Source: an optimization exercise on an open RTL-to-GDS flow (aim: small area, a short achievable clock period and few clock cycles per item). Production flows keep margins and buffers that such runs may drop.
RTL that was checked went through simulation tests only; none was proved equivalent to the original.
No functional check of the RTL was part of runs 2 and 3.
No activity file was given, so power comes from the tool's default toggle rates.

File: flow/run.sh
#!/bin/bash
# synth_recipe.tcl (not shown) runs the flow's synth.tcl, then flattens the netlist and writes it again
# the make line also repeats each setting of config.mk as NAME=value (left out here)
make -C /OpenROAD-flow-scripts/flow DESIGN_CONFIG=/design/flow/config.mk WORK_HOME=/design/flow/orfs CLKGATE_MAP_FILE= SYNTH_SCRIPT=/design/flow/synth_recipe.tcl finish
File: flow/design.v
package ebpc_pkg;
  localparam logic [5-1:0] ALL_ONES = 5'b00000;
  localparam logic [5-1:0] DBXZ_DBPNZ = 5'b00001;
  localparam logic [5-1:0] TWO_ONES_PREFIX = 5'b00010;
  localparam logic [5-1:0] SINGLE_ONE_PREFIX = 5'b00011;
  parameter int unsigned   LOG_MAX_WORDS = 24;
  parameter int unsigned   LOG_MAX_ZRLE_LEN = 4;
  parameter int unsigned   MAX_ZRLE_LEN = 2**LOG_MAX_ZRLE_LEN;
  parameter int unsigned   LOG_DATA_W = 3;  
  parameter int unsigned   DATA_W = 2**LOG_DATA_W;
  parameter int unsigned   BLOCK_SIZE = 8;
  parameter int unsigned   MAX_SYMB_LEN = BLOCK_SIZE > 3+$clog2(DATA_W) ? (BLOCK_SIZE > 5+$clog2(BLOCK_SIZE) ? BLOCK_SIZE : 5+$clog2(BLOCK_SIZE)): (3+$clog2(DATA_W)> 5+$clog2(BLOCK_SIZE)? 3+$clog2(DATA_W) : 5+$clog2(BLOCK_SIZE));
  typedef enum             {
                            TWO,
                            THREE_PLUS_LOGM,
                            FIVE,
                            FIVE_PLUS_LOGN,
                            N
                            } symb_len_t;
  typedef struct packed {
    logic [0:DATA_W] [BLOCK_SIZE-2:0] dbp;
    logic [DATA_W-1:0]                base;
  } dbp_block_t;
  typedef struct packed {
    logic [MAX_SYMB_LEN-1:0] symb;
    symb_len_t            len;
    logic                 zero;
  } encoding_t;
endpackage  
module shift_streamer #(
  parameter int unsigned IW = 8    
) (
  input  logic          clk_i,
  input  logic          rst_ni,
  input  logic          vld_i,
  input  logic [IW-1:0] data_i,    
  input  logic [3:0]    len_i,
  input  logic          end_i,
  output logic          room_o,
  output logic [7:0]    data_o,
  output logic          last_o,
  output logic          vld_o,
  input  logic          rdy_i
);
  logic [15:0] acc_d, acc_q;
  logic [4:0]  cnt_d, cnt_q;
  logic [1:0]  lb_d, lb_q;       
  logic [7:0]  o_d, o_q;
  logic        ol_d, ol_q, ov_d, ov_q;
  assign room_o = (cnt_q <= 5'(16 - IW));
  assign data_o = o_q;
  assign last_o = ol_q;
  assign vld_o  = ov_q;
  always_comb begin
    logic [15:0] a;
    logic [4:0]  t, tp;
    logic [1:0]  lbn;
    logic        move;
    a   = acc_q;
    t   = cnt_q;
    if (vld_i) begin
      a = acc_q | ({data_i, {(16-IW){1'b0}}} >> cnt_q);
      t = cnt_q + 5'(len_i);
    end
    tp  = t;
    lbn = lb_q;
    if (vld_i && end_i) begin
      if (t <= 5'd8) begin
        tp  = 5'd8;
        lbn = lb_q | 2'b10;
      end else begin
        tp  = 5'd16;
        lbn = lb_q | 2'b01;
      end
    end
    move = (tp >= 5'd8) && (!ov_q || rdy_i);
    o_d  = o_q;
    ol_d = ol_q;
    if (move) begin
      acc_d = {a[7:0], 8'd0};
      cnt_d = tp - 5'd8;
      lb_d  = {lbn[0], 1'b0};
      o_d   = a[15:8];
      ol_d  = lbn[1];
      ov_d  = 1'b1;
    end else begin
      acc_d = a;
      cnt_d = tp;
      lb_d  = lbn;
      ov_d  = ov_q && !rdy_i;
    end
  end
  always_ff @(posedge clk_i or negedge rst_ni) begin
    if (~rst_ni) begin
      acc_q <= '0;
      cnt_q <= '0;
      lb_q  <= '0;
      ov_q  <= 1'b0;
    end else begin
      acc_q <= acc_d;
      cnt_q <= cnt_d;
      lb_q  <= lb_d;
      ov_q  <= ov_d;
    end
  end
  always_ff @(posedge clk_i) begin
    o_q  <= o_d;
    ol_q <= ol_d;
  end
endmodule
import ebpc_pkg::*;
module dbx_compressor (
  input  logic [BLOCK_SIZE-2:0] dbp_i,
  input  logic [BLOCK_SIZE-2:0] dbx_i,
  output logic [7:0]            symb_o,
  output logic                  short_o     
);
  always_comb begin
    logic single, pair;
    logic [2:0] pos;
    single = 1'b0;
    pair   = 1'b0;
    pos    = '0;
    for (int i = 0; i < 7; i++)
      if (dbx_i == 7'(1 << i)) begin
        single = 1'b1;
        pos    = 3'(6 - i);
      end
    for (int i = 0; i < 6; i++)
      if (dbx_i == 7'(3 << i)) begin
        pair = 1'b1;
        pos  = 3'(5 - i);
      end
    short_o = 1'b0;
    if (&dbx_i) begin
      symb_o  = {ALL_ONES, 3'b000};
      short_o = 1'b1;
    end else if (~|dbp_i) begin
      symb_o  = {DBXZ_DBPNZ, 3'b000};
      short_o = 1'b1;
    end else if (single)
      symb_o = {SINGLE_ONE_PREFIX, pos};
    else if (pair)
      symb_o = {TWO_ONES_PREFIX, pos};
    else
      symb_o = {1'b1, dbx_i};
  end
endmodule
import ebpc_pkg::*;
module dbp_dbx_enc (
  input  logic                                   clk_i,
  input  logic                                   rst_ni,
  input  logic                                   take_i,     
  input  logic                                   nz_i,
  input  logic                                   last_i,
  input  logic [DATA_W-1:0]                      data_i,
  input  logic                                   coder_free_i,
  output logic                                   nz_ok_o,    
  output logic                                   xfer_o,     
  output logic                                   tag_o,      
  output logic [DATA_W-1:0]                      base_o,
  output logic [1:BLOCK_SIZE-1][DATA_W:0]        diffs_o
);
  logic [DATA_W-1:0]                 base_q;
  logic [1:BLOCK_SIZE-1][DATA_W:0]   slot_q;
  logic [DATA_W-1:0]                 prev_q;
  logic [3:0]                        n_q, n_d, n_base;
  logic                              sealed_q, sealed_d;
  logic [DATA_W:0]                   diff, negprev;
  assign nz_ok_o = (sealed_q || n_q == 4'd8) ? coder_free_i : 1'b1;
  assign xfer_o  = coder_free_i && (sealed_q || (n_q == 4'd8 && take_i && nz_i));
  assign tag_o   = sealed_q;
  assign base_o  = base_q;
  assign diff    = {data_i[DATA_W-1], data_i} - {prev_q[DATA_W-1], prev_q};
  assign negprev = (DATA_W+1)'(0) - {prev_q[DATA_W-1], prev_q};
  always_comb begin
    for (int k = 1; k < BLOCK_SIZE; k++) begin
      if (4'(k) < n_q)
        diffs_o[k] = slot_q[k];
      else if (4'(k) == n_q)
        diffs_o[k] = negprev;
      else
        diffs_o[k] = '0;
    end
  end
  always_comb begin
    n_base   = xfer_o ? 4'd0 : n_q;
    n_d      = n_base;
    sealed_d = xfer_o ? 1'b0 : sealed_q;
    if (take_i && nz_i)
      n_d = n_base + 4'd1;
    if (take_i && last_i)
      sealed_d = 1'b1;
  end
  always_ff @(posedge clk_i or negedge rst_ni) begin
    if (~rst_ni) begin
      n_q      <= '0;
      sealed_q <= 1'b0;
    end else begin
      n_q      <= n_d;
      sealed_q <= sealed_d;
    end
  end
  always_ff @(posedge clk_i) begin
    if (take_i && nz_i) begin
      prev_q <= data_i;
      if (n_base == 4'd0)
        base_q <= data_i;
      for (int k = 1; k < BLOCK_SIZE; k++)
        if (n_base == 4'(k))
          slot_q[k] <= diff;
    end
  end
endmodule
import ebpc_pkg::*;
module seq_coder (
  input  logic                            clk_i,
  input  logic                            rst_ni,
  input  logic                            xfer_i,
  input  logic                            tag_i,
  input  logic [DATA_W-1:0]               base_i,
  input  logic [1:BLOCK_SIZE-1][DATA_W:0] diffs_i,
  input  logic                            room_i,     
  output logic                            free_o,     
  output logic                            vld_o,
  output logic [7:0]                      code_o,
  output logic [3:0]                      len_o,
  output logic                            end_o
);
  logic [1:BLOCK_SIZE-1][DATA_W:0] e_d, e_q;
  logic [BLOCK_SIZE-2:0]           q_q, q_d;       
  logic [BLOCK_SIZE-2:0]           p, x;
  logic [3:0]                      s_d, s_q;       
  logic [3:0]                      zr_d, zr_q;     
  logic                            busy_d, busy_q, tag_d, tag_q;
  logic [7:0]                      symb;
  logic                            symb_short;
  assign free_o = !busy_q && room_i;
  always_comb
    for (int k = 1; k < BLOCK_SIZE; k++)
      p[BLOCK_SIZE-1-k] = e_q[k][0];
  assign x = p ^ q_q;
  dbx_compressor compressor_i (
    .dbp_i  (p),
    .dbx_i  (x),
    .symb_o (symb),
    .short_o(symb_short)
  );
  always_comb begin
    logic adv;
    logic [3:0] zeros;
    adv    = 1'b0;
    busy_d = busy_q;
    tag_d  = tag_q;
    s_d    = s_q;
    zr_d   = zr_q;
    e_d    = e_q;
    q_d    = q_q;
    vld_o  = 1'b0;
    code_o = '0;
    len_o  = '0;
    end_o  = 1'b0;
    zeros  = zr_q;
    if (xfer_i) begin
      vld_o  = 1'b1;
      code_o = base_i;
      len_o  = 4'd8;
      busy_d = 1'b1;
      tag_d  = tag_i;
      s_d    = '0;
      zr_d   = '0;
      e_d    = diffs_i;
      q_d    = '0;
    end else if (busy_q) begin
      if (x == '0 && s_q != 4'(DATA_W)) begin
        adv  = 1'b1;
        zr_d = zr_q + 4'd1;
      end else if (room_i) begin
        vld_o = 1'b1;
        if (x == '0 || zr_q != '0) begin
          if (x == '0)
            zeros = zr_q + 4'd1;
          if (zeros == 4'd1) begin
            code_o = 8'b01000000;
            len_o  = 4'd2;
          end else begin
            code_o = {3'b001, 3'(zeros - 4'd2), 2'b00};
            len_o  = 4'd6;
          end
          zr_d = '0;
        end else begin
          code_o = symb;
          len_o  = symb_short ? 4'd5 : 4'd8;
        end
        if (x == '0 || zr_q == '0) begin
          if (s_q == 4'(DATA_W)) begin
            busy_d = 1'b0;
            end_o  = tag_q;
          end else
            adv = 1'b1;
        end
      end
      if (adv) begin
        s_d = s_q + 4'd1;
        q_d = p;
        for (int k = 1; k < BLOCK_SIZE; k++)
          e_d[k] = e_q[k] >> 1;
      end
    end
  end
  always_ff @(posedge clk_i or negedge rst_ni) begin
    if (~rst_ni) busy_q <= 1'b0;
    else         busy_q <= busy_d;
  end
  always_ff @(posedge clk_i) begin
    tag_q <= tag_d;
    s_q   <= s_d;
    zr_q  <= zr_d;
    e_q   <= e_d;
    q_q   <= q_d;
  end
endmodule
module zrle (
  input  logic       clk_i,
  input  logic       rst_ni,
  input  logic       vld_i,       
  input  logic       nz_i,        
  input  logic       last_i,      
  output logic [5:0] code_o,      
  output logic [3:0] len_o
);
  logic [3:0] zc_d, zc_q;
  always_comb begin
    zc_d   = zc_q;
    code_o = '0;
    len_o  = '0;
    if (nz_i) begin
      zc_d = '0;
      if (zc_q != '0) begin
        code_o = {1'b0, zc_q - 4'd1, 1'b1};
        len_o  = 4'd6;
      end else begin
        code_o = 6'b100000;
        len_o  = 4'd1;
      end
    end else if (zc_q == 4'd15 || last_i) begin
      zc_d   = '0;
      code_o = {1'b0, zc_q, 1'b0};
      len_o  = 4'd5;
    end else begin
      zc_d = zc_q + 4'd1;
    end
  end
  always_ff @(posedge clk_i or negedge rst_ni) begin
    if (~rst_ni) zc_q <= '0;
    else if (vld_i) zc_q <= zc_d;
  end
endmodule
module done_gen (
  input  logic clk_i,
  input  logic rst_ni,
  input  logic znz_fin_i,
  input  logic bpc_fin_i,
  output logic blk_done_o
);
  logic signed [3:0] diff_d, diff_q;
  logic              done_d, done_q;
  assign blk_done_o = done_q;
  always_comb begin
    diff_d = diff_q;
    done_d = 1'b0;
    if (znz_fin_i && bpc_fin_i) begin
      done_d = 1'b1;
    end else if (znz_fin_i) begin
      done_d = (diff_q < 0);
      diff_d = diff_q + 4'sd1;
    end else if (bpc_fin_i) begin
      done_d = (diff_q > 0);
      diff_d = diff_q - 4'sd1;
    end
  end
  always_ff @(posedge clk_i or negedge rst_ni) begin
    if (~rst_ni) begin
      diff_q <= '0;
      done_q <= 1'b0;
    end else begin
      diff_q <= diff_d;
      done_q <= done_d;
    end
  end
endmodule
import ebpc_pkg::*;
module ebpc_encoder
  (
   input logic               clk_i,
   input logic               rst_ni,
   input logic [DATA_W-1:0]  data_i,
   input logic               last_i,
   input logic               vld_i,
   output logic              rdy_o,
   output logic              idle_o,
   output logic [DATA_W-1:0] znz_data_o,
   output logic              znz_last_o,
   output logic              znz_vld_o,
   input logic               znz_rdy_i,
   output logic [DATA_W-1:0] bpc_data_o,
   output logic              bpc_last_o,
   output logic              bpc_vld_o,
   input logic               bpc_rdy_i,
   output logic              blk_done_o
   );
  logic              iv_q;
  logic [DATA_W-1:0] id_q;
  logic              il_q, inz_q;
  logic              take;
  logic              znz_room, nz_ok;
  logic [5:0]        znz_code;
  logic [3:0]        znz_len;
  logic              coder_free, xfer, xfer_tag;
  logic [DATA_W-1:0] base;
  logic [1:BLOCK_SIZE-1][DATA_W:0] diffs;
  logic              bpc_room, code_vld, code_end;
  logic [7:0]        code;
  logic [3:0]        code_len;
  assign idle_o = 1'b0;
  assign take   = iv_q && znz_room && (!inz_q || nz_ok);
  assign rdy_o  = !iv_q || (znz_room && (!inz_q || nz_ok));
  always_ff @(posedge clk_i or negedge rst_ni) begin
    if (~rst_ni)
      iv_q <= 1'b0;
    else if (rdy_o)
      iv_q <= vld_i;
  end
  always_ff @(posedge clk_i) begin
    if (rdy_o) begin
      id_q  <= data_i;
      il_q  <= last_i;
      inz_q <= |data_i;
    end
  end
  zrle zrle_i (
    .clk_i (clk_i),
    .rst_ni(rst_ni),
    .vld_i (take),
    .nz_i  (inz_q),
    .last_i(il_q),
    .code_o(znz_code),
    .len_o (znz_len)
  );
  shift_streamer #(.IW(6)) znz_pack_i (
    .clk_i (clk_i),
    .rst_ni(rst_ni),
    .vld_i (take),
    .data_i(znz_code),
    .len_i (znz_len),
    .end_i (il_q),
    .room_o(znz_room),
    .data_o(znz_data_o),
    .last_o(znz_last_o),
    .vld_o (znz_vld_o),
    .rdy_i (znz_rdy_i)
  );
  dbp_dbx_enc collect_i (
    .clk_i       (clk_i),
    .rst_ni      (rst_ni),
    .take_i      (take),
    .nz_i        (inz_q),
    .last_i      (il_q),
    .data_i      (id_q),
    .coder_free_i(coder_free),
    .nz_ok_o     (nz_ok),
    .xfer_o      (xfer),
    .tag_o       (xfer_tag),
    .base_o      (base),
    .diffs_o     (diffs)
  );
  seq_coder coder_i (
    .clk_i  (clk_i),
    .rst_ni (rst_ni),
    .xfer_i (xfer),
    .tag_i  (xfer_tag),
    .base_i (base),
    .diffs_i(diffs),
    .room_i (bpc_room),
    .free_o (coder_free),
    .vld_o  (code_vld),
    .code_o (code),
    .len_o  (code_len),
    .end_o  (code_end)
  );
  shift_streamer #(.IW(8)) bpc_pack_i (
    .clk_i (clk_i),
    .rst_ni(rst_ni),
    .vld_i (code_vld),
    .data_i(code),
    .len_i (code_len),
    .end_i (code_end),
    .room_o(bpc_room),
    .data_o(bpc_data_o),
    .last_o(bpc_last_o),
    .vld_o (bpc_vld_o),
    .rdy_i (bpc_rdy_i)
  );
  done_gen done_gen_i (
    .clk_i     (clk_i),
    .rst_ni    (rst_ni),
    .znz_fin_i (znz_vld_o && znz_rdy_i && znz_last_o),
    .bpc_fin_i (bpc_vld_o && bpc_rdy_i && bpc_last_o),
    .blk_done_o(blk_done_o)
  );
endmodule  
File: flow/config.mk
export PLATFORM = sky130hd
export DESIGN_NAME = ebpc_encoder
export DESIGN_NICKNAME = ebpc_encoder
export VERILOG_FILES = /design/flow/design.v
export SDC_FILE = /design/flow/constraint.sdc
export NUM_CORES = 4
export LEC_CHECK = 0
export CAP_MARGIN = 20
export CORE_MARGIN = 2
export CORE_UTILIZATION = 40
export PLACE_DENSITY = 0.6
export SLEW_MARGIN = 20
File: flow/constraint.sdc
create_clock -name core_clock -period 12.0 [get_ports {clk_i}]
set_input_delay 2.4000 -clock core_clock [delete_from_list [all_inputs] [get_ports {clk_i}]]
set_output_delay 2.4000 -clock core_clock [all_outputs]
set_load 0.01 [all_outputs]
==> results of run 1 <==
## routing by layer
layer	global-route usage	vias to the layer above
met5	0	-
met4	0.0506	0
met3	0.0235	61
met2	0.282	281
met1	0.253	4465
li1	-	4409
## area by class of cell
class                   count  area [um^2]  share of cell area
flip-flops and latches    250         7040               0.493
well taps                 402          503              0.0353
clock inverters            14          115             0.00807
clock buffers              38          778              0.0546
multi-input cells         815         5210               0.365
inverters                  52          196              0.0138
repair buffers             45          420              0.0295
## synth_stat cells (all sizes together), types with 9 or more instances
master  instances  area [um^2]
nor2          172          646
edfxtp        171         5130
nand2          89          334
dfrtp          64         1600
a21oi          52          260
inv            50          188
clkbuf         45          169
a221oi         44          385
o21ai          39          195
nand3          35          175
ha             32          400
mux2i          30          300
xnor2          29          269
nor3           28          145
a31oi          26          163
buf            17         88.8
xor2           17          149
a21o           16          120
nand2b         16          100
and2           15         93.8
dfxtp          15          300
a22oi          13         97.6
a211oi         12          103
nor2b          10         62.6
nand4           9         56.3
nor4            9         71.3
o211ai          9         67.6
o22ai           9         56.3
o31ai           9         72.6
## final timing paths
check	from	to	slack [ns]
setup / recovery	bpc_pack_i.cnt_q[1]	rdy_o	6.19
hold / removal	znz_pack_i.acc_q[7]	znz_pack_i.acc_q[7]	0.48
setup reg to reg	coder_i.e_q[9]	bpc_pack_i.acc_q[8]	6.23
hold reg to reg	znz_pack_i.acc_q[7]	znz_pack_i.acc_q[7]	0.48
max in group asynchronous	rst_ni	znz_pack_i.acc_q[13]	9.39
min in group asynchronous	rst_ni	bpc_pack_i.acc_q[13]	2.04
## through the flow
stage	setup slack (ns)	power [uW]	cell area (um^2)	utilization
floorplan	7.04	3030	12700	-
global placement	6.43	3580	13400	0.426
detailed placement	6.31	3610	13400	0.426
CTS	6.18	4450	14300	0.454
global route	5.60	4740	14300	0.454
finish	6.19	4420	14300	0.454
## cell families after synthesis
| logic type | count (synthesis) |
|---|---|
| and+or+nand+nor | 418 |
| DFF | 250 |
| buffers and inverters | 114 |
| xor gates and xnor gates | 46 |
| adders and majority gates | 36 |
| muxes | 36 |
| other | 1 |
| AOI/OAI and AO/OA | 278 |
## state kept, by name, indices dropped and copies added, names as in the netlist, 5 cells and up
name              flops
coder_i.e_q          63
collect_i.slot_q     63
bpc_pack_i.acc_q     16
znz_pack_i.acc_q     16
bpc_pack_i.o_q        8
collect_i.base_q      8
collect_i.prev_q      8
id_q                  8
znz_pack_i.o_q        8
coder_i.q_q           7
bpc_pack_i.cnt_q      5
znz_pack_i.cnt_q      5
## where the power goes
group	total [uW]	internal [uW]	switching (uW)	leakage, uW
logic	1940	673	1260	0.00239
clock network	826	477	350	0.000427
registers	1660	1450	214	0.00254
## critical path: cells and delay by family, from the launching register on
kind,cells,cell delay (ns)
AOI/OAI and AO/OA,2,0.86
and+or+nand+nor,2,0.76
DFF,1,0.59
buffers and inverters,1,0.65
==> results.yml, run 1 <==
status:
  status: "timing/DRC/antenna clean"
die:
  die_x_um: 182
  die_area_um2: 33100
  start_util: 0.404
  core_area_um2: 31400
  dieHeight_um: 182
  rows: 65
  ios: 37
yosys:
  synthesis.nets: 1229
  ys_ff_latch: 250
  netlist_area_um2: 12700
  syn_area_per_cell_um2: 10.8
  synth_top_flop_cell: "edfxtp_1"
  ys_seq_area_frac: 0.555
  synth_adder_area_share: 0.0379
  synth-xor-area-share: 0.0330
  yosys_warnings: 8
  synth_enable_flop_cells: 171
  async_flop_share: 0.256
  synth_top_family_by_area: "compound AO/OA/AOI/OAI gates"
  synth_cells: 1179
  synth.area.mux_share: 0.0290
  synth.distinct_cells: 79
  synth_compound_area_frac: 0.156
  synth_simple_gate_area_frac: 0.153
timing:
  worstMarginPinSlew_ns: 0.957
  finClkSkew_ns: 0.0118
  min_period_over_period: 0.484
  fin_hold_ws_ns: 0.479
  setup_tns_ns: 0
  fmax_mhz: 172
  slew_viol_final: 0
  finalHoldViolations: 0
  rsz0062_at_grt: "false"
  fin_crit_ns: 5.81
  relSlewSlack: 0.360
  setup_viol: 0
drt:
  viasPerCell: 5.70
  highest_layer: "met4"
  drt_iter0_drc: 749
  wl_per_cell_um: 17.8
  routed_wl_mm: 28.8
  route.met2.wl_mm: 13.2
  vias: 9216
  wl_met1_mm: 13.3
  antenna_left: 0
  drc: 0
  first_pass_iters: 5
  met3_length_mm: 1.58
grt:
  antenna_found_initial: 0
  grt_pass1_vias: 9007
  grt_overflow: 0
  track_usage: 0.176
  grt_pass1_wl_mm: 47.9
  grt_max_degree: 80
hold_path:
  hold_class: "reg -> reg"
  hold_depth: 2
cts:
  clkTransAtPathRegs_ns: 0.06
  cts_htree_levels: 1
  clk_path_buf_depth: 3
  insertion_delay_ns: 0.55
  hold_buffers: 0
  cts_buffers: 28
  cts_resized: 0
  cts_tree: "done"
  post-cts-setup-buffers: 0
  cts-root-buf: "clkbuf_16"
  clkSinkCount: 250
worst_setup_path:
  crit_arrival_ns: 3.41
  critPathKind: "reg -> out"
  reg2regPathDepth: 20
  max_stage_delay_ns: 0.65
  cp_slowest_cell: "clkdlybuf4s50_1"
  crit_path_end_kind: "output pin"
  cp-start-kind: "flip-flop"
  path_max_fanout: 18
  cp_data_required_time_ns: 9.60
  path_cells: "o31ai_1 > nand2_1 > a31oi_1 > nand2b_1 > clkdlybuf4s50_1"
final_layout:
  drive_above_1_share: 0.0692
  layout_commonest_cell: "nor2_1"
  nets: 1242
  final_cell_mix: "nor2_1 (172), edfxtp_1 (171), nand2_1 (89), dfrtp_1 (64), a21oi_1 (51)"
  diodes: 0
  areaGrowthSynthToFinish_pct: 12.5
  finalNonFillerCells: 1616
  nFillCells: 2944
place:
  dp.cells: 1564
  io_buffers: 35
  dpl.hpwl_mm: 19.0
  place_congestion: 0.859
flow_run:
  cap_violations: 0
power:
  p_leak_uw: 0.00536
  p_per_area_nw_per_um2: 310
  peakVddDrop_uv: 118
Testbench counts, summed over its fixed seeds: cycles 29,400, words 28,155.
==> run 2: changes to the inputs <==
--- a/flow/design.v
+++ b/flow/design.v
@@ -160,2 +160,5 @@
   output logic                                   tag_o,      
+  output logic                                   open_o,     
+  output logic                                   res_nz_o,   
+  output logic                                   res_last_o, 
   output logic [DATA_W-1:0]                      base_o,
@@ -170,4 +173,7 @@
   assign nz_ok_o = (sealed_q || n_q == 4'd8) ? coder_free_i : 1'b1;
-  assign xfer_o  = coder_free_i && (sealed_q || (n_q == 4'd8 && take_i && nz_i));
-  assign tag_o   = sealed_q;
+  assign xfer_o     = coder_free_i && (sealed_q || n_q == 4'd8);
+  assign tag_o      = sealed_q || (take_i && last_i && !nz_i);
+  assign open_o     = !tag_o && !(take_i && nz_i);
+  assign res_nz_o   = take_i && nz_i;
+  assign res_last_o = take_i && last_i && !nz_i && n_q == 4'd0;
   assign base_o  = base_q;
@@ -191,3 +197,3 @@
       n_d = n_base + 4'd1;
-    if (take_i && last_i)
+    if (take_i && last_i && (nz_i || n_base != 4'd0))
       sealed_d = 1'b1;
@@ -220,2 +226,5 @@
   input  logic                            tag_i,
+  input  logic                            open_i,
+  input  logic                            res_nz_i,
+  input  logic                            res_last_i,
   input  logic [DATA_W-1:0]               base_i,
@@ -234,3 +243,3 @@
   logic [3:0]                      zr_d, zr_q;     
-  logic                            busy_d, busy_q, tag_d, tag_q;
+  logic                            busy_d, busy_q, tag_d, tag_q, open_d, open_q;
   logic [7:0]                      symb;
@@ -254,2 +263,9 @@
     tag_d  = tag_q;
+    open_d = open_q;
+    if (open_q && res_nz_i)
+      open_d = 1'b0;
+    if (open_q && res_last_i) begin
+      open_d = 1'b0;
+      tag_d  = 1'b1;
+    end
     s_d    = s_q;
@@ -269,2 +285,3 @@
       tag_d  = tag_i;
+      open_d = open_i;
       s_d    = '0;
@@ -277,3 +294,3 @@
         zr_d = zr_q + 4'd1;
-      end else if (room_i) begin
+      end else if (room_i && !(s_q == 4'(DATA_W) && open_q)) begin
         vld_o = 1'b1;
@@ -311,4 +328,9 @@
   always_ff @(posedge clk_i or negedge rst_ni) begin
-    if (~rst_ni) busy_q <= 1'b0;
-    else         busy_q <= busy_d;
+    if (~rst_ni) begin
+      busy_q <= 1'b0;
+      open_q <= 1'b0;
+    end else begin
+      busy_q <= busy_d;
+      open_q <= open_d;
+    end
   end
@@ -424,16 +446,43 @@
   logic [3:0]        code_len;
+  logic              xfer_open, res_nz, res_last;
+  logic              cv_q, ce_q, code_free;
+  logic [7:0]        cd_q;
+  logic [3:0]        cl_q;
   assign idle_o = 1'b0;
   assign take   = iv_q && znz_room && (!inz_q || nz_ok);
-  assign rdy_o  = !iv_q || (znz_room && (!inz_q || nz_ok));
+  logic              sv_q;
+  logic [DATA_W-1:0] sd_q;
+  logic              sl_q, snz_q;
+  logic              accept, main_load;
+  assign rdy_o     = !sv_q;
+  assign accept    = vld_i && !sv_q;
+  assign main_load = take || !iv_q;
   always_ff @(posedge clk_i or negedge rst_ni) begin
-    if (~rst_ni)
+    if (~rst_ni) begin
       iv_q <= 1'b0;
-    else if (rdy_o)
-      iv_q <= vld_i;
+      sv_q <= 1'b0;
+    end else begin
+      if (main_load) begin
+        iv_q <= sv_q || accept;
+        sv_q <= 1'b0;
+      end else if (accept)
+        sv_q <= 1'b1;
+    end
   end
   always_ff @(posedge clk_i) begin
-    if (rdy_o) begin
-      id_q  <= data_i;
-      il_q  <= last_i;
-      inz_q <= |data_i;
+    if (main_load) begin
+      if (sv_q) begin
+        id_q  <= sd_q;
+        il_q  <= sl_q;
+        inz_q <= snz_q;
+      end else begin
+        id_q  <= data_i;
+        il_q  <= last_i;
+        inz_q <= |data_i;
+      end
+    end
+    if (!sv_q) begin
+      sd_q  <= data_i;
+      sl_q  <= last_i;
+      snz_q <= |data_i;
     end
@@ -473,2 +522,5 @@
     .tag_o       (xfer_tag),
+    .open_o      (xfer_open),
+    .res_nz_o    (res_nz),
+    .res_last_o  (res_last),
     .base_o      (base),
@@ -481,5 +533,8 @@
     .tag_i  (xfer_tag),
+    .open_i (xfer_open),
+    .res_nz_i  (res_nz),
+    .res_last_i(res_last),
     .base_i (base),
     .diffs_i(diffs),
-    .room_i (bpc_room),
+    .room_i (code_free),
     .free_o (coder_free),
@@ -490,2 +545,16 @@
   );
+  assign code_free = !cv_q || bpc_room;
+  always_ff @(posedge clk_i or negedge rst_ni) begin
+    if (~rst_ni)
+      cv_q <= 1'b0;
+    else if (code_free)
+      cv_q <= code_vld;
+  end
+  always_ff @(posedge clk_i) begin
+    if (code_free) begin
+      cd_q <= code;
+      cl_q <= code_len;
+      ce_q <= code_end;
+    end
+  end
   shift_streamer #(.IW(8)) bpc_pack_i (
@@ -493,6 +562,6 @@
     .rst_ni(rst_ni),
-    .vld_i (code_vld),
-    .data_i(code),
-    .len_i (code_len),
-    .end_i (code_end),
+    .vld_i (cv_q && bpc_room),
+    .data_i(cd_q),
+    .len_i (cl_q),
+    .end_i (ce_q),
     .room_o(bpc_room),
--- a/flow/config.mk
+++ b/flow/config.mk
@@ -7,2 +7,3 @@
 export LEC_CHECK = 0
+export ABC_CLOCK_PERIOD_IN_PS = 3500
 export CAP_MARGIN = 20
==> run 2 against run 1 <==
  * Still clean on timing, DRC and antenna
  * Synthesized cell count rose by 3.3%
  * Utilization up 0.28 points
  * Setup slack better by 1.3 ns
  * Combinational power is 7% higher
  * First-iteration DRC count is 9.2% higher
  * Flip-flop and latch count increased by 26
  * Register-to-register slack improved by 1.2 ns
  * Non-clock buffer count fell by 4
  * Design area increased by 6.7%
  * Die area rose by 5.8%
  * Largest cell class unchanged
  * Highest routed layer unchanged
==> results.yml, run 2 <==
status:
  status: "timing/DRC/antenna clean"
yosys:
  synth_top_family_by_area: "compound AO/OA/AOI/OAI gates"
  synth.area.top_cells: "edfxtp_1 (41%), dfrtp_1 (12%), nor2_1 (5.3%), dfxtp_1 (3.7%), a221oi_1 (3.3%)"
  synth.area.mux_share: 0.0456
  ys_ff_latch: 276
  synth_enable_flop_cells: 184
  yosysTopAreaCellShare: 0.411
  synth-xor-area-share: 0.0296
  async_flop_share: 0.243
  synth_top_area_cell: "edfxtp_1"
  syn_area_per_cell_um2: 11.0
  synth_simple_gate_area_frac: 0.137
  synth_adder_area_share: 0.0358
  synthesis.nets: 1268
  netlist_area_um2: 13400
  synth_compound_area_frac: 0.139
  ys_top_cells_by_count: "nor2_1 (190), edfxtp_1 (184), nand2_1 (97), dfrtp_1 (67), inv_1 (62)"
  synth.distinct_cells: 80
  synth_cells: 1218
  synth_top_flop_cell: "edfxtp_1"
  yosys_warnings: 8
  ys_seq_area_frac: 0.573
  synth_most_common_cell: "nor2_1"
cts:
  cts_resized: 0
  insertion_delay_ns: 0.55
  clkTransAtPathRegs_ns: 0.06
  cts_buffers: 30
  cts_htree_levels: 1
  clkSinkCount: 276
  post-cts-setup-buffers: 0
  clk_path_buf_depth: 3
  cts-root-buf: "clkbuf_16"
  cts_tree: "done"
  hold_buffers: 0
flow_run:
  cap_violations: 0
timing:
  fmax_mhz: 220
  rsz0062_at_grt: "false"
  finalHoldViolations: 0
  setup_tns_ns: 0
  finClkSkew_ns: 0.0151
  fin_crit_ns: 4.54
  min_period_over_period: 0.378
  worstMarginPinSlew_ns: 1.15
  setup_viol: 0
  slew_viol_final: 0
  relSlewSlack: 0.228
die:
  dieHeight_um: 187
  core_area_um2: 33300
  die_x_um: 187
  die_area_um2: 35100
  rows: 67
  ios: 37
  start_util: 0.404
final_layout:
  nets: 1277
  diodes: 0
  postLayoutCoreUtil: 0.457
  layout_commonest_cell: "nor2_1"
  drive_above_1_share: 0.0863
  areaGrowthSynthToFinish_pct: 13.2
  fin_area_um2: 15200
  reg_top3: "coder_i.e_q (63), collect_i.slot_q (63)"
  final_cell_mix: "nor2_1 (190), edfxtp_1 (184), nand2_1 (96), dfrtp_1 (67), inv_1 (62)"
hold_path:
  hold_depth: 1
  hold_class: "reg -> reg"
drt:
  drc: 0
  vias: 9216
  viasPerCell: 5.42
  drt_iter0_drc: 818
  first_pass_iters: 5
  routed_wl_mm: 29.2
  antenna_left: 0
  wl_per_cell_um: 17.2
worst_setup_path:
  crit_arrival_ns: 4.76
  path_cells: "inv_1 > ha_1 > nor3b_2 > nand2b_1 > inv_1 > fa_1 > xor2_1 > nor3_1 > and3b_1 > o21ai_0 > nand3b_2 > a31o_2 > ha_1 > o22a_4 > inv_4"
  cp-start-kind: "flip-flop"
  crit_path_end_kind: "flip-flop"
  critPathKind: "reg -> reg"
  path_max_fanout: 26
  cp_data_required_time_ns: 12.22
  max_stage_delay_ns: 0.44
  cp_slowest_cell: "dfrtp_1"
  reg2regPathDepth: 15
power:
  total_power_uw: 5010
  peakVddDrop_uv: 142
  p_leak_uw: 0.00593
  p_per_area_nw_per_um2: 329
grt:
  antenna_found_initial: 0
  grt_pass1_wl_mm: 48.0
  grt_overflow: 0
  grt_max_degree: 93
  track_usage: 0.168
  grt_pass1_vias: 9003
place:
  placement.cell_area_um2: 14100
  dpl.hpwl_mm: 19.0
  io_buffers: 35
  place_congestion: 0.863
[run 2: layout make-up]
class	instances	area, um^2
Fill cell	3047	18100
Sequential cell	276	7700
Multi-Input combinational cell	814	5220
Clock buffer	42	907
Tap cell	448	561
Timing Repair Buffer	41	393
Inverter	64	243
Clock inverter	14	181
[run 2: cells by family (layout without fill, tap and decap cells)]
logic type | count (synthesis) | in the layout
adders and majority gates | 36 | 36
other | 1 | 1
muxes | 59 | 59
and+or+nand+nor | 412 | 412
AOI/OAI and AO/OA | 264 | 264
DFF | 276 | 276
xor gates and xnor gates | 42 | 42
buffers and inverters | 128 | 161
[run 2: worst paths after layout]
check,slack (ns),startpoint,endpoint
max in group asynchronous,9.46,rst_ni,zrle_i.zc_q[2]
min reg2reg,0.46,snz_q,snz_q
min in group asynchronous,1.95,rst_ni,bpc_pack_i.acc_q[8]
max,7.46,zrle_i.zc_q[1],znz_pack_i.o_q[1]
max reg2reg,7.46,zrle_i.zc_q[1],znz_pack_i.o_q[1]
min,0.46,snz_q,snz_q
[run 2: routing by layer]
metal	vias to the layer above	track usage	wire [um]
li1	4481	-	-
met1	4471	0.233	13500
met2	216	0.277	13600
met3	48	0.0255	1600
met4	0	0.0403	548
met5	-	0	0
[run 2: through the flow]
step	setup slack, ns	hold WS (ns)	cells
after floorplan	7.90	0.422	1218
after global placement	7.71	0.451	1643
after detailed placement	7.54	0.456	1643
after CTS	7.52	0.470	1699
after global routing	7.16	0.490	1699
final	7.46	0.461	1699
[run 2: power by group]
part	internal (uW)	switching (uW)	total [uW]
Sequential	1670	269	1940
Combinational	729	1350	2080
Clock	611	378	990
[run 2: worst max-delay path, delay by kind of cell (launching register included)]
kind	cells	cell delay, ns
AO/OA/AOI/OAI	3	0.92
XOR/XNOR	1	0.19
adder cells (fa/ha/maj)	3	0.91
buffers and inverters	3	0.55
flip-flops	1	0.44
AND/OR/NAND/NOR	5	1.19
==> run 3: changes to the inputs <==
--- a/flow/config.mk
+++ b/flow/config.mk
@@ -7,3 +7,2 @@
 export LEC_CHECK = 0
-export ABC_CLOCK_PERIOD_IN_PS = 3500
 export CAP_MARGIN = 20
==> run 3 against run 2 <==
  * Total power unchanged
  * Fmax unchanged
  * Largest cell class unchanged
  * Sequential share of layout area unchanged
  * Critical path type unchanged
  * Critical path depth unchanged
  * Combinational power about the same
  * Area after synthesis unchanged
  * Clock skew unchanged
==> results.yml, run 3 <==
status:
  status: "timing/DRC/antenna clean"
yosys:
  yosys_warnings: 8
  ys_seq_area_frac: 0.573
  synth_cells: 1218
  netlist_area_um2: 13400
  synth.area.mux_share: 0.0456
  synth_top_family_by_area: "compound AO/OA/AOI/OAI gates"
  synth_adder_area_share: 0.0358
  ys_top_cells_by_count: "nor2_1 (190), edfxtp_1 (184), nand2_1 (97), dfrtp_1 (67), inv_1 (62)"
  synth_top_flop_cell: "edfxtp_1"
  synth.distinct_cells: 80
  synth.area.top_cells: "edfxtp_1 (41%), dfrtp_1 (12%), nor2_1 (5.3%), dfxtp_1 (3.7%), a221oi_1 (3.3%)"
  yosysTopAreaCellShare: 0.411
  ys_ff_latch: 276
  synth_most_common_cell: "nor2_1"
  synth_top_area_cell: "edfxtp_1"
  synth_compound_area_frac: 0.139
  synth_enable_flop_cells: 184
  synth_simple_gate_area_frac: 0.137
  synth-xor-area-share: 0.0296
  async_flop_share: 0.243
  syn_area_per_cell_um2: 11.0
  synthesis.nets: 1268
timing:
  setup_viol: 0
  fin_hold_ws_ns: 0.461
  slew_viol_final: 0
  fin_crit_ns: 4.54
  min_period_over_period: 0.378
  setup_tns_ns: 0
  finClkSkew_ns: 0.0151
  relSlewSlack: 0.228
  rsz0062_at_grt: "false"
  fmax_mhz: 220
  worstMarginPinSlew_ns: 1.15
  finalHoldViolations: 0
die:
  rows: 67
  die_area_um2: 35100
  ios: 37
  dieHeight_um: 187
  die_x_um: 187
  core_area_um2: 33300
  start_util: 0.404
cts:
  clkSinkCount: 276
  clk_path_buf_depth: 3
  hold_buffers: 0
  cts_htree_levels: 1
  cts_buffers: 30
  cts_tree: "done"
  cts-root-buf: "clkbuf_16"
  insertion_delay_ns: 0.55
  cts_resized: 0
  post-cts-setup-buffers: 0
  clkTransAtPathRegs_ns: 0.06
worst_setup_path:
  regToRegSetupSlack_ns: 7.46
  critPathKind: "reg -> reg"
  startpoint: "zrle_i.zc_q[1]"
  crit_arrival_ns: 4.76
  r2r_start: "zrle_i.zc_q[1]"
  cp_data_required_time_ns: 12.22
  path_max_fanout: 26
  cp-start-kind: "flip-flop"
  crit_path_end_kind: "flip-flop"
place:
  placement.cell_area_um2: 14100
  io_buffers: 35
  dpl.hpwl_mm: 19.0
  place_congestion: 0.863
final_layout:
  nets: 1277
  drive_above_1_share: 0.0863
  reg_top3: "coder_i.e_q (63), collect_i.slot_q (63)"
  layout_commonest_cell: "nor2_1"
  final_cell_mix: "nor2_1 (190), edfxtp_1 (184), nand2_1 (96), dfrtp_1 (67), inv_1 (62)"
  diodes: 0
  areaGrowthSynthToFinish_pct: 13.2
  fin_area_um2: 15200
grt:
  antenna_found_initial: 0
  grt_overflow: 0
  track_usage: 0.168
  grt_max_degree: 93
  grt_pass1_vias: 9003
  grt_pass1_wl_mm: 48.0
drt:
  drc: 0
  wl_per_cell_um: 17.2
  vias: 9216
  drt_iter0_drc: 818
  first_pass_iters: 5
  routed_wl_mm: 29.2
  viasPerCell: 5.42
  antenna_left: 0
hold_path:
  hold_start: "snz_q"
  hold_class: "reg -> reg"
power:
  p_leak_uw: 0.00593
  peakVddDrop_uv: 142
  p_per_area_nw_per_um2: 329
flow_run:
  cap_violations: 0
run 3: cell counts after synthesis:
No cell type changed its count.
run 3: final timing paths:
path,end,cells after the start
hold reg to reg,snz_q,1
setup / recovery,znz_pack_i.o_q[1],15
setup reg to reg,znz_pack_i.o_q[1],15
min in group asynchronous,bpc_pack_i.acc_q[8],1
max in group asynchronous,zrle_i.zc_q[2],1
hold / removal,snz_q,1
run 3: area by class of cell:
| cell class | count | area [um^2] |
|---|---|---|
| flip-flops and latches | 276 | 7700 |
| clock buffers | 42 | 907 |
| well taps | 448 | 561 |
| fillers | 3047 | 18100 |
| repair buffers | 41 | 393 |
| clock inverters | 14 | 181 |
| inverters | 64 | 243 |
| multi-input cells | 814 | 5220 |
run 3: layer usage:
| metal | vias up | global-route usage | part of all wire |
|---|---|---|---|
| li1 | 4481 | - | - |
| met1 | 4471 | 0.233 | 0.46 |
| met2 | 216 | 0.277 | 0.47 |
| met3 | 48 | 0.0255 | 0.055 |
| met4 | 0 | 0.0403 | 0.019 |
| met5 | - | 0 | 0 |
run 3: logic make-up (layout without fill, tap and decap cells):
| group | count (synthesis) | after routing |
|---|---|---|
| AND/OR/NAND/NOR | 412 | 412 |
| flip-flops | 276 | 276 |
| AO/OA/AOI/OAI | 264 | 264 |
| buffers and inverters | 128 | 161 |
| multiplexers | 59 | 59 |
| XOR/XNOR | 42 | 42 |
| adder cells (fa/ha/maj) | 36 | 36 |
| other | 1 | 1 |
run 3: report_power, final:
part	internal, uW	leakage, uW	switching [uW]
combinational	729	0.00256	1350
clock	611	0.000545	378
sequential	1670	0.00283	269
total	3010	0.00593	2000
run 3: per-stage QoR:
| stage | utilization | setup WS, ns | std cells | total power, uW |
|---|---|---|---|---|
| finish | 0.457 | 7.46 | 1699 | 5010 |
| global placement | 0.424 | 7.71 | 1643 | 4000 |
| CTS | 0.457 | 7.52 | 1699 | 5050 |
| floorplan | - | 7.90 | 1218 | 3400 |
| global route | 0.457 | 7.16 | 1699 | 5380 |
| detailed placement | 0.424 | 7.54 | 1643 | 4050 |
run 3: critical path: stages, from the launching register on:
cell and delay (ns):
dfrtp_1 0.44, inv_1 0.15, ha_1 0.24, nor3b_2 0.31, nand2b_1 0.25, inv_1 0.13
fa_1 0.44, xor2_1 0.19, nor3_1 0.19, and3b_1 0.20, o21ai_0 0.31, nand3b_2 0.24
a31o_2 0.32, ha_1 0.23, o22a_4 0.29, inv_4 0.27
==> run 4: changes to the inputs <==
--- a/flow/design.v
+++ b/flow/design.v
@@ -48,3 +48,3 @@
   logic [7:0]  o_d, o_q;
-  logic        ol_d, ol_q, ov_d, ov_q;
+  logic        ol_d, ol_q, ov_d, ov_q, ovo_q;
   assign room_o = (cnt_q <= 5'(16 - IW));
@@ -52,3 +52,3 @@
   assign last_o = ol_q;
-  assign vld_o  = ov_q;
+  assign vld_o  = ovo_q;    
   always_comb begin
@@ -57,3 +57,3 @@
     logic [1:0]  lbn;
-    logic        move;
+    logic        move, ge8;
     a   = acc_q;
@@ -75,3 +75,11 @@
     end
-    move = (tp >= 5'd8) && (!ov_q || rdy_i);
+    ge8 = (cnt_q >= 5'd8);
+    if (vld_i) begin
+      for (int l = 1; l <= IW; l++)
+        if (len_i == 4'(l))
+          ge8 = (cnt_q >= 5'(8 - l));
+      if (end_i)
+        ge8 = 1'b1;
+    end
+    move = ge8 && (!ov_q || rdy_i);
     o_d  = o_q;
@@ -98,3 +106,5 @@
       ov_q  <= 1'b0;
+      ovo_q <= 1'b0;
     end else begin
+      ovo_q <= ov_d;
       acc_q <= acc_d;
@@ -243,2 +253,4 @@
   logic [3:0]                      zr_d, zr_q;     
+  logic                            xz_d, xz_q;     
+  logic                            sl_d, sl_q;     
   logic                            busy_d, busy_q, tag_d, tag_q, open_d, open_q;
@@ -279,2 +291,4 @@
     zeros  = zr_q;
+    xz_d   = xz_q;
+    sl_d   = sl_q;
     if (xfer_i) begin
@@ -290,10 +304,15 @@
       q_d    = '0;
+      sl_d   = 1'b0;
+      xz_d   = 1'b1;
+      for (int k = 1; k < BLOCK_SIZE; k++)
+        if (diffs_i[k][0])
+          xz_d = 1'b0;
     end else if (busy_q) begin
-      if (x == '0 && s_q != 4'(DATA_W)) begin
+      if (xz_q && !sl_q) begin
         adv  = 1'b1;
         zr_d = zr_q + 4'd1;
-      end else if (room_i && !(s_q == 4'(DATA_W) && open_q)) begin
+      end else if (room_i && !(sl_q && open_q)) begin
         vld_o = 1'b1;
-        if (x == '0 || zr_q != '0) begin
-          if (x == '0)
+        if (xz_q || zr_q != '0) begin
+          if (xz_q)
             zeros = zr_q + 4'd1;
@@ -311,4 +330,4 @@
         end
-        if (x == '0 || zr_q == '0) begin
-          if (s_q == 4'(DATA_W)) begin
+        if (xz_q || zr_q == '0) begin
+          if (sl_q) begin
             busy_d = 1'b0;
@@ -320,4 +339,9 @@
       if (adv) begin
-        s_d = s_q + 4'd1;
-        q_d = p;
+        s_d  = s_q + 4'd1;
+        sl_d = (s_q == 4'(DATA_W-1));
+        q_d  = p;
+        xz_d = 1'b1;
+        for (int k = 1; k < BLOCK_SIZE; k++)
+          if (e_q[k][1] != p[BLOCK_SIZE-1-k])
+            xz_d = 1'b0;
         for (int k = 1; k < BLOCK_SIZE; k++)
@@ -338,2 +362,4 @@
     tag_q <= tag_d;
+    xz_q  <= xz_d;
+    sl_q  <= sl_d;
     s_q   <= s_d;
@@ -456,3 +482,4 @@
   logic              accept, main_load;
-  assign rdy_o     = !sv_q;
+  logic              rdy_q;    
+  assign rdy_o     = rdy_q;
   assign accept    = vld_i && !sv_q;
@@ -461,10 +488,14 @@
     if (~rst_ni) begin
-      iv_q <= 1'b0;
-      sv_q <= 1'b0;
+      iv_q  <= 1'b0;
+      sv_q  <= 1'b0;
+      rdy_q <= 1'b1;
     end else begin
       if (main_load) begin
-        iv_q <= sv_q || accept;
-        sv_q <= 1'b0;
-      end else if (accept)
-        sv_q <= 1'b1;
+        iv_q  <= sv_q || accept;
+        sv_q  <= 1'b0;
+        rdy_q <= 1'b1;
+      end else if (accept) begin
+        sv_q  <= 1'b1;
+        rdy_q <= 1'b0;
+      end
     end
--- a/flow/config.mk
+++ b/flow/config.mk
@@ -7,2 +7,3 @@
 export LEC_CHECK = 0
+export ABC_AREA = 1
 export CAP_MARGIN = 20
==> run 4 against run 3 <==
  * Largest cell class unchanged
  * Setup slack better by 0.57 ns
  * Clock power down 3.3%
  * Critical path type is now reg -> out
  * Design area up 3.4%
  * Still clean
  * Clock skew up 0.0077 ns
==> results.yml, run 4 <==
final_layout:
  layout_commonest_cell: "nand2_1"
  nets: 1569
  reg_top3: "coder_i.e_q (63), collect_i.slot_q (63)"
  fin_area_um2: 15700
  areaGrowthSynthToFinish_pct: 13.0
  final_cell_mix: "nand2_1 (435), edfxtp_1 (185), inv_1 (138), o21ai_0 (101), nor2_1 (79)"
  drive_above_1_share: 0.0879
  diodes: 0
yosys:
  ys_ff_latch: 279
  synth_most_common_cell: "nand2_1"
  ys_top_cells_by_count: "nand2_1 (436), edfxtp_1 (185), inv_1 (138), o21ai_0 (101), nor2_1 (79)"
  yosysTopAreaCellShare: 0.399
  synth.distinct_cells: 68
  netlist_area_um2: 13900
  synth.area.top_cells: "edfxtp_1 (40%), dfrtp_1 (12%), nand2_1 (12%), dfxtp_1 (3.7%), inv_1 (3.7%)"
  synth_top_area_cell: "edfxtp_1"
  synthesis.nets: 1535
  yosys_warnings: 8
  ys_seq_area_frac: 0.559
  synth_top_flop_cell: "edfxtp_1"
  synth_cells: 1488
  async_flop_share: 0.244
  syn_area_per_cell_um2: 9.35
  synth_enable_flop_cells: 185
cts:
  cts-root-buf: "clkbuf_16"
  insertion_delay_ns: 0.52
  cts_tree: "done"
  post-cts-setup-buffers: 0
  hold_buffers: 0
  cts_resized: 0
  cts_htree_levels: 2
  clkSinkCount: 279
  cts_buffers: 34
  clk_path_buf_depth: 3
  clkTransAtPathRegs_ns: 0.06
hold_path:
  hold_class: "reg -> reg"
worst_setup_path:
  path_buf_inv: 1
  path_max_fanout: 2
  crit_path_end_kind: "output pin"
  path_cells: "clkdlybuf4s50_1"
  path_delay_family: "flip-flops"
  crit_arrival_ns: 1.57
  cp_slowest_cell: "dfstp_2"
  critPathKind: "reg -> out"
  max_stage_delay_ns: 0.53
  cp_data_required_time_ns: 9.60
  cp-start-kind: "flip-flop"
drt:
  antenna_left: 0
  viasPerCell: 5.09
  vias: 10200
  met3_length_mm: 1.79
  drt_iter0_drc: 904
  wl_per_cell_um: 15.5
  wl_met1_mm: 14.5
  highest_layer: "met4"
  routed_wl_mm: 31.0
  drc: 0
  route.met2.wl_mm: 13.9
  first_pass_iters: 7
grt:
  antenna_found_initial: 0
  grt_pass1_vias: 9858
  grt_pass1_wl_mm: 51.4
  grt_overflow: 0
  track_usage: 0.177
  grt_max_degree: 82
timing:
  setup_viol: 0
  fin_ws_ns: 8.03
  fin_crit_ns: 3.97
  slew_viol_final: 0
  finClkSkew_ns: 0.0228
  worstMarginPinSlew_ns: 1.22
  fmax_mhz: 252
  relSlewSlack: 0.183
  setup_tns_ns: 0
  finalHoldViolations: 0
  min_period_over_period: 0.331
  rsz0062_at_grt: "false"
status:
  status: "timing/DRC/antenna clean"
die:
  die_area_um2: 36300
  start_util: 0.405
  ios: 37
  dieHeight_um: 191
  core_area_um2: 34400
  die_x_um: 191
  rows: 68
power:
  p_switching_uw: 2210
  power_frac_clock: 0.187
  internal_power_uw: 2900
  peakVddDrop_uv: 168
  p_leak_uw: 0.00678
  total_power_uw: 5110
  seqPwrFrac: 0.377
  power_frac_comb: 0.436
  switching_share: 0.432
  p_per_area_nw_per_um2: 325
place:
  post-place-ws_ns: 7.73
  place_congestion: 0.842
  io_buffers: 35
  placement.cell_area_um2: 14700
  dpl.hpwl_mm: 20.8
flow_run:
  cap_violations: 0
-- run 4: kinds of logic after synthesis --
| kind of cell | Yosys count | synth area share |
|---|---|---|
| buffers and inverters | 201 | 0.0599 |
| flip-flops | 279 | 0.559 |
| adder cells (fa/ha/maj) | 33 | 0.0318 |
| AO/OA/AOI/OAI | 254 | 0.107 |
| AND/OR/NAND/NOR | 681 | 0.215 |
| XOR/XNOR | 37 | 0.0260 |
| other | 1 | 0.000269 |
| multiplexers | 2 | 0.00153 |
-- run 4: final timing paths --
kind / start / cells after the start / end / slack, ns
max: rdy_q / 1 / rdy_o / 8.03
min: sd_q[7] / 2 / sd_q[7] / 0.45
max reg2reg: bpc_pack_i.cnt_q[0] / 10 / collect_i.slot_q[5] / 8.42
min reg2reg: sd_q[7] / 2 / sd_q[7] / 0.45
max in group asynchronous: rst_ni / 1 / znz_pack_i.acc_q[13] / 9.31
min in group asynchronous: rst_ni / 1 / collect_i.n_q[0] / 2.01
-- run 4: power groups by stage --
stage | Sequential, uW | Combinational (uW) | Clock, uW
after global placement | 1940 | 2190 | 0
after CTS | 1930 | 2240 | 977
after detailed placement | 1950 | 2230 | 0
final | 1930 | 2230 | 957
after floorplan | 1870 | 1600 | 0
after global routing | 1980 | 2520 | 1020
-- run 4: layout make-up --
| class | count | area, um^2 |
|---|---|---|
| clock buffer | 42 | 943 |
| clock inverter | 19 | 105 |
| fill | 3342 | 18700 |
| inverter | 158 | 601 |
| multi-input combinational | 1008 | 5330 |
| sequential | 279 | 7780 |
| tap | 455 | 569 |
| timing repair buffer | 41 | 393 |
-- run 4: layer usage --
layer	global-route usage	vias up
met3	0.0263	50
met4	0.0602	0
met1	0.249	4790
li1	-	5090
met5	0	-
met2	0.281	270
-- run 4: through the flow --
stage	util	instances	hold slack, ns
detailed placement	0.427	1941	0.435
floorplan	-	1488	0.414
global placement	0.426	1940	0.430
CTS	0.457	2002	0.453
global route	0.457	2002	0.476
finish	0.457	2002	0.450
Testbench counts of run 4, summed over its fixed seeds: cycles 29,247, words 28,155.
==> run 5: changes to the inputs <==
--- a/flow/config.mk
+++ b/flow/config.mk
@@ -7,3 +7,2 @@
 export LEC_CHECK = 0
-export ABC_AREA = 1
 export CAP_MARGIN = 20
==> run 5 against run 4 <==
  * Flip-flop and latch count unchanged
  * Area after synthesis fell by 1.4%
  * Critical path type unchanged
  * Sequential share of layout area up 1.3 points
  * Critical path depth unchanged
  * Utilization down 0.14 points
  * Setup slack got worse by 0.028 ns
  * Design area decreased by 2.5%
  * Largest power group unchanged
  * Non-clock buffer count increased by 2
==> results.yml, run 5 <==
drt:
  routed_wl_mm: 30.1
  vias: 9691
  antenna_left: 0
  first_pass_iters: 5
  drt_iter0_drc: 736
  wl_per_cell_um: 17.3
  drc: 0
  viasPerCell: 5.57
place:
  io_buffers: 35
  placement.cell_area_um2: 14400
  place_congestion: 0.844
  post-place-ws_ns: 7.59
  dpl.hpwl_mm: 19.8
yosys:
  ys_ff_latch: 279
  synthesis.nets: 1313
  synth_most_common_cell: "nor2_1"
  ys_top_cells_by_count: "nor2_1 (201), edfxtp_1 (185), nand2_1 (91), dfrtp_1 (67), a21oi_1 (60)"
  ys_seq_area_frac: 0.567
  synth_top_flop_cell: "edfxtp_1"
  synth_enable_flop_cells: 185
  yosys_warnings: 8
  synth.distinct_cells: 88
  synth_cells: 1266
  yosysTopAreaCellShare: 0.405
  synth_top_area_cell: "edfxtp_1"
  netlist_area_um2: 13700
  synth.area.top_cells: "edfxtp_1 (40%), dfrtp_1 (12%), nor2_1 (5.5%), dfxtp_1 (3.8%), a221oi_1 (3.0%)"
  async_flop_share: 0.244
  syn_area_per_cell_um2: 10.8
timing:
  fmax_mhz: 250
  setup_viol: 0
  min_period_over_period: 0.333
  worstMarginPinSlew_ns: 1.03
  fin_hold_ws_ns: 0.477
  finalHoldViolations: 0
  rsz0062_at_grt: "false"
  finClkSkew_ns: 0.0171
  relSlewSlack: 0.305
  fin_ws_ns: 8.00
  setup_tns_ns: 0
  slew_viol_final: 0
  fin_crit_ns: 4.00
worst_setup_path:
  regToRegSetupSlack_ns: 8.62
  max_stage_delay_ns: 0.53
  cp_slowest_cell: "clkdlybuf4s50_1"
  crit_path_end_kind: "output pin"
  cp-start-kind: "flip-flop"
  critPathKind: "reg -> out"
  cp_data_required_time_ns: 9.60
  path_delay_family: "buffers and inverters"
  path_cells: "clkdlybuf4s50_1"
  startpoint: "rdy_q"
  r2r_start: "bpc_pack_i.cnt_q[2]"
  path_buf_inv: 1
  path_max_fanout: 2
  crit_arrival_ns: 1.60
grt:
  grt_overflow: 0
  antenna_found_initial: 0
  grt_max_degree: 69
  grt_pass1_vias: 9359
  grt_pass1_wl_mm: 49.8
  track_usage: 0.170
cts:
  cts_htree_levels: 1
  insertion_delay_ns: 0.54
  post-cts-setup-buffers: 0
  cts_buffers: 31
  clk_path_buf_depth: 3
  cts_resized: 0
  cts-root-buf: "clkbuf_16"
  cts_tree: "done"
  clkTransAtPathRegs_ns: 0.06
  hold_buffers: 0
  clkSinkCount: 279
hold_path:
  hold_start: "sd_q[0]"
  hold_class: "reg -> reg"
die:
  core_area_um2: 33600
  ios: 37
  rows: 67
  dieHeight_um: 189
  start_util: 0.408
  die_x_um: 189
  die_area_um2: 35800
flow_run:
  cap_violations: 0
final_layout:
  areaGrowthSynthToFinish_pct: 11.7
  fin_area_um2: 15300
  layout_commonest_cell: "nor2_1"
  diodes: 0
  drive_above_1_share: 0.0735
  reg_top3: "coder_i.e_q (63), collect_i.slot_q (63)"
  final_cell_mix: "nor2_1 (201), edfxtp_1 (185), nand2_1 (91), dfrtp_1 (67), a21oi_1 (60)"
  nets: 1319
  nFillCells: 3097
power:
  p_switching_uw: 2120
  peakVddDrop_uv: 207
  p_per_area_nw_per_um2: 335
  power_frac_comb: 0.429
  internal_power_uw: 3020
  seqPwrFrac: 0.399
  switching_share: 0.412
  power_frac_clock: 0.173
  p_leak_uw: 0.00578
status:
  status: "timing/DRC/antenna clean"
==> run 5: power by group through the flow <==
stage	combinational (uW)	sequential [uW]	clock [uW]
after floorplan	1680	1910	0
after global routing	2480	2100	950
final	2200	2050	887
after global placement	2170	2050	0
after detailed placement	2200	2060	0
after CTS	2210	2050	907
==> run 5: cell type report <==
type / instances / area [um^2] / area share
timing repair buffer: 43 / 408 / 0.0266
sequential: 279 / 7780 / 0.507
tap: 448 / 561 / 0.0366
clock buffer: 40 / 820 / 0.0535
clock inverter: 14 / 121 / 0.00792
multi-input combinational: 875 / 5480 / 0.358
inverter: 42 / 159 / 0.0104
==> run 5: logic make-up (layout without fill, tap and decap cells) <==
family | count (synthesis) | in the layout | synth area share
xor+xnor | 51 | 51 | 0.0337
other cells | 1 | 1 | 0.000273
mux | 39 | 39 | 0.0301
buf+inv | 112 | 139 | 0.0344
compound gates | 298 | 298 | 0.149
fa+ha+maj | 33 | 33 | 0.0323
flops | 279 | 279 | 0.567
simple gates | 453 | 453 | 0.153
==> run 5: worst register-to-register path, cell delays in order, from the launching register on <==
cell	delay (ns)
dfrtp_1	0.80
nor4_4	0.11
o21a_2	0.30
o21ai_4	0.13
buf_4	0.56
nand2_1	0.25
inv_1	0.13
ha_1	0.17
and3_1	0.55
==> run 5: final timing paths <==
kind,endpoint,cells past startpoint
max,rdy_o,1
min,sd_q[0],1
max reg2reg,collect_i.slot_q[11],8
min reg2reg,sd_q[0],1
max in group asynchronous,zrle_i.zc_q[2],1
min in group asynchronous,bpc_pack_i.acc_q[10],1
==> run 5: per-stage QoR <==
stage,power (uW),cells,utilization
floorplan,3590,1266,-
global placement,4230,1687,0.428
detailed placement,4260,1687,0.428
CTS,5170,1741,0.456
global route,5530,1741,0.456
finish,5140,1741,0.456
==> run 5: routing by layer <==
layer,track usage,up-vias,share of wire
met5,0,-,0
met4,0.0388,0,0.017
met3,0.0174,39,0.046
met2,0.273,215,0.46
met1,0.248,4788,0.47
li1,-,4649,-
==> run 6: changes to the inputs <==
==> flow/flow/run.sh (new file) <==
#!/bin/bash
# Standard layout, with repair_timing asked for extra setup slack against
# the design's own constraints (same SDC, same clock period).
cp standard.sh standard_copy.sh.txt 2>/dev/null
export SETUP_SLACK_MARGIN=8.6
bash standard.sh > standard_flow.log 2>&1
==> flow/standard.sh (new file) <==
#!/bin/bash
# synth_recipe.tcl (not shown) runs the flow's synth.tcl, then flattens the netlist and writes it again
# the make line also repeats each setting of config.mk as NAME=value (left out here)
make -C /OpenROAD-flow-scripts/flow DESIGN_CONFIG=/design/flow/config.mk WORK_HOME=/design/flow/orfs CLKGATE_MAP_FILE= SYNTH_SCRIPT=/design/flow/synth_recipe.tcl "${@:-finish}"
removed: flow/run.sh
==> run 6 against run 5 <==
  * Clock power up 9.8%
  * Count of clock-buffer cells in the layout up 6
  * Sequential power about the same
  * Global-route usage up 0.11 points
  * Critical path depth unchanged
  * Combinational power up 4%
  * Setup slack better by 0.41 ns
  * Via count down 0.82%
==> results.yml, run 6 <==
final_layout:
  drive_above_1_share: 0.115
  layout_commonest_cell: "nor2_1"
  nFillCells: 3039
  diodes: 0
  reg_top3: "coder_i.e_q (63), collect_i.slot_q (63)"
  final_cell_mix: "nor2_1 (200), edfxtp_1 (185), nand2_1 (90), dfrtp_1 (62), a21oi_1 (58)"
  register_area_um2: 7780
  areaGrowthSynthToFinish_pct: 14.0
  fin_area_um2: 15600
  multiInputGateArea_um2: 5560
  nets: 1331
yosys:
  synth_enable_flop_cells: 185
  ys_seq_area_frac: 0.567
  ys_ff_latch: 279
  synth.area.top_cells: "edfxtp_1 (40%), dfrtp_1 (12%), nor2_1 (5.5%), dfxtp_1 (3.8%), a221oi_1 (3.0%)"
  yosys_warnings: 8
  yosysTopAreaCellShare: 0.405
  async_flop_share: 0.244
  synth_most_common_cell: "nor2_1"
  syn_area_per_cell_um2: 10.8
  synth_cells: 1266
  synthesis.nets: 1313
  synth_top_area_cell: "edfxtp_1"
  netlist_area_um2: 13700
  ys_top_cells_by_count: "nor2_1 (201), edfxtp_1 (185), nand2_1 (91), dfrtp_1 (67), a21oi_1 (60)"
  synth.distinct_cells: 88
  synth_top_flop_cell: "edfxtp_1"
timing:
  fmax_mhz: 279
  finClkSkew_ns: 0.0329
  min_period_over_period: 0.299
  slew_viol_final: 0
  worstMarginPinSlew_ns: 0.951
  rsz0062_at_grt: "true"
  relSlewSlack: 0.361
  setup_tns_ns: 0
  setup_viol: 0
  fin_crit_ns: 3.59
  finalHoldViolations: 0
die:
  die_x_um: 189
  start_util: 0.408
  die_area_um2: 35800
  ios: 37
  dieHeight_um: 189
  rows: 67
  core_area_um2: 33600
drt:
  vias: 9612
  drt_iter0_drc: 745
  first_pass_iters: 5
  antenna_left: 0
  routed_wl_mm: 30.1
  viasPerCell: 5.47
  wl_per_cell_um: 17.1
  drc: 0
worst_setup_path:
  crit_path_end_kind: "output pin"
  critPathKind: "reg -> out"
  regToRegEndpoint: "collect_i.slot_q[13]"
  r2r_start: "collect_i.n_q[3]"
  path_max_fanout: 2
  reg2regPathDepth: 6
  cp_data_required_time_ns: 9.60
  path_buf_inv: 1
  crit_arrival_ns: 1.19
  max_stage_delay_ns: 0.53
  path_delay_family: "flip-flops"
  regToRegSetupSlack_ns: 8.88
  cp-start-kind: "flip-flop"
  cp_slowest_cell: "dfstp_2"
  path_cells: "buf_6"
place:
  place_congestion: 0.828
  dpl.hpwl_mm: 19.7
  placement.cell_area_um2: 14400
  io_buffers: 35
power:
  internal_power_uw: 3160
  seqPwrFrac: 0.386
  p_leak_uw: 0.00596
  power_frac_clock: 0.184
  peakVddDrop_uv: 236
  p_per_area_nw_per_um2: 339
  switching_share: 0.404
  p_switching_uw: 2140
  power_frac_comb: 0.430
cts:
  cts_htree_levels: 1
  cts-root-buf: "clkbuf_16"
  clkTransAtPathRegs_ns: 0.06
  clk_path_buf_depth: 3
  clkSinkCount: 279
  cts_buffers: 30
  cts_tree: "done"
  insertion_delay_ns: 0.56
grt:
  antenna_found_initial: 0
  grt_overflow: 0
  track_usage: 0.171
  grt_max_degree: 69
  grt_pass1_wl_mm: 50.3
  grt_pass1_vias: 9568
hold_path:
  hold_class: "reg -> reg"
  hold_depth: 1
  whs_endpoint: "sd_q[5]"
  hold_start: "sd_q[5]"
status:
  status: "timing/DRC/antenna clean"
flow_run:
  cap_violations: 0
## run 6: cell types whose count changed in the layout (fill, tap and decap cells not counted), moves of 4 or more
cell / before / now
dfrtp_1: 67 / 62
clkinv_1: 5 / 1
dfrtp_2: 0 / 5
buf_6: 0 / 5
buf_4: 9 / 14
buf_12: 0 / 4
buf_2: 0 / 18
clkdlybuf4s50_1: 34 / 10
clkbuf_8: 1 / 8
## run 6: layout make-up
class                           count  share of cell area
Inverter                           42              0.0102
Tap cell                          448              0.0358
Clock inverter                     10              0.0100
Clock buffer                       46              0.0583
Sequential cell                   279               0.498
Multi-Input combinational cell    876               0.356
Timing Repair Buffer               55              0.0322
## run 6: routing by layer
layer / global-route usage / vias to the layer above / wire length [um]
li1: - / 4684 / -
met1: 0.246 / 4710 / 14400
met2: 0.278 / 189 / 14000
met3: 0.0204 / 29 / 1260
met4: 0.0361 / 0 / 369
met5: 0 / - / 0
## run 6: worst max-delay path by stage
stage / slack (ns) / depth (start not counted) / start / to
floorplan: 8.36 / 5 / bpc_rdy_i / bpc_pack_i.o_q[0]
finish: 8.41 / 1 / rdy_q / rdy_o
global route: 8.36 / 1 / rdy_q / rdy_o
CTS: 8.38 / 1 / rdy_q / rdy_o
global placement: 7.65 / 6 / bpc_rdy_i / bpc_pack_i.cnt_q[4]
detailed placement: 7.63 / 5 / znz_rdy_i / znz_pack_i.acc_q[11]
## run 6: logic make-up after synthesis
group,share of synthesized area
AOI/OAI and AO/OA,0.149
buffers and inverters,0.0344
muxes,0.0301
adders and majority gates,0.0323
and+or+nand+nor,0.153
DFF,0.567
xor gates and xnor gates,0.0337
other,0.000273
## run 6: power by group through the flow
stage                     registers [uW]  clock network (uW)  logic, uW
after CTS                           2050                 996       2280
after floorplan                     1910                   0       1690
after global routing                2110                1040       2550
after global placement              2060                   0       2160
after detailed placement            2060                   0       2200
final                               2050                 974       2280
## run 6: per-stage QoR
stage               hold WS (ns)  total power [uW]  instances  worst slack, ns  utilization
finish                     0.476              5300       1756             8.41        0.465
CTS                        0.479              5320       1756             8.38        0.465
floorplan                  0.404              3610       1266             8.36            -
global route               0.490              5690       1756             8.36        0.465
detailed placement         0.463              4260       1687             7.63        0.429
global placement           0.458              4220       1687             7.65        0.429
## run 6: repair_timing
| item | 4_1_cts | 5_1_grt |
|---|---|---|
| setup endpoints to repair | 97 | 120 |
| setup buffers | 10 | 0 |
| resized for setup | 105 | 9 |
| hold buffers | 0 | 0 |
| gates cloned | 3 | 0 |
| pin swaps | 1 | 0 |

-- afterwards: timing with drivers on the ports --
Ports are ideal in the flow. The routed layouts listed here were re-timed in OpenROAD.
Step 1 assumes that a clkbuf_16 drives the clock port and a buf_2 every other input.
Step 2 also shifts input and output timing later by t, the mid clock arrival at the registers, as if the neighbouring blocks saw the same clock.
Slacks: no drivers / after step 1 / after step 2; pairs: no drivers / after step 1.
| run | t, ns | setup WS [ns] | slew at the worst register clock pin (ns) | worst data-port slew with drivers (ns) |
|---|---|---|---|---|
| run 1 | 0.596 | 6.194 / 6.144 / 6.233 | 0.06 / 0.06 | 0.04 |
| run 2 | 0.598 | 7.459 / 7.459 / 7.459 | 0.06 / 0.06 | 0.04 |
| run 3 | 0.598 | 7.459 / 7.459 / 7.459 | 0.06 / 0.06 | 0.04 |
| run 4 | 0.559 | 8.029 / 7.978 / 7.721 | 0.06 / 0.06 | 0.03 |
| run 5 | 0.587 | 8.002 / 7.951 / 7.602 | 0.06 / 0.06 | 0.03 |
| run 6 | 0.595 | 8.411 / 8.360 / 8.100 | 0.06 / 0.06 | 0.03 |
After both steps every run listed still meets setup and hold. The setup slack of run 5, which loses most, moves by -0.051 ns with the drivers and by -0.400 ns with both steps.
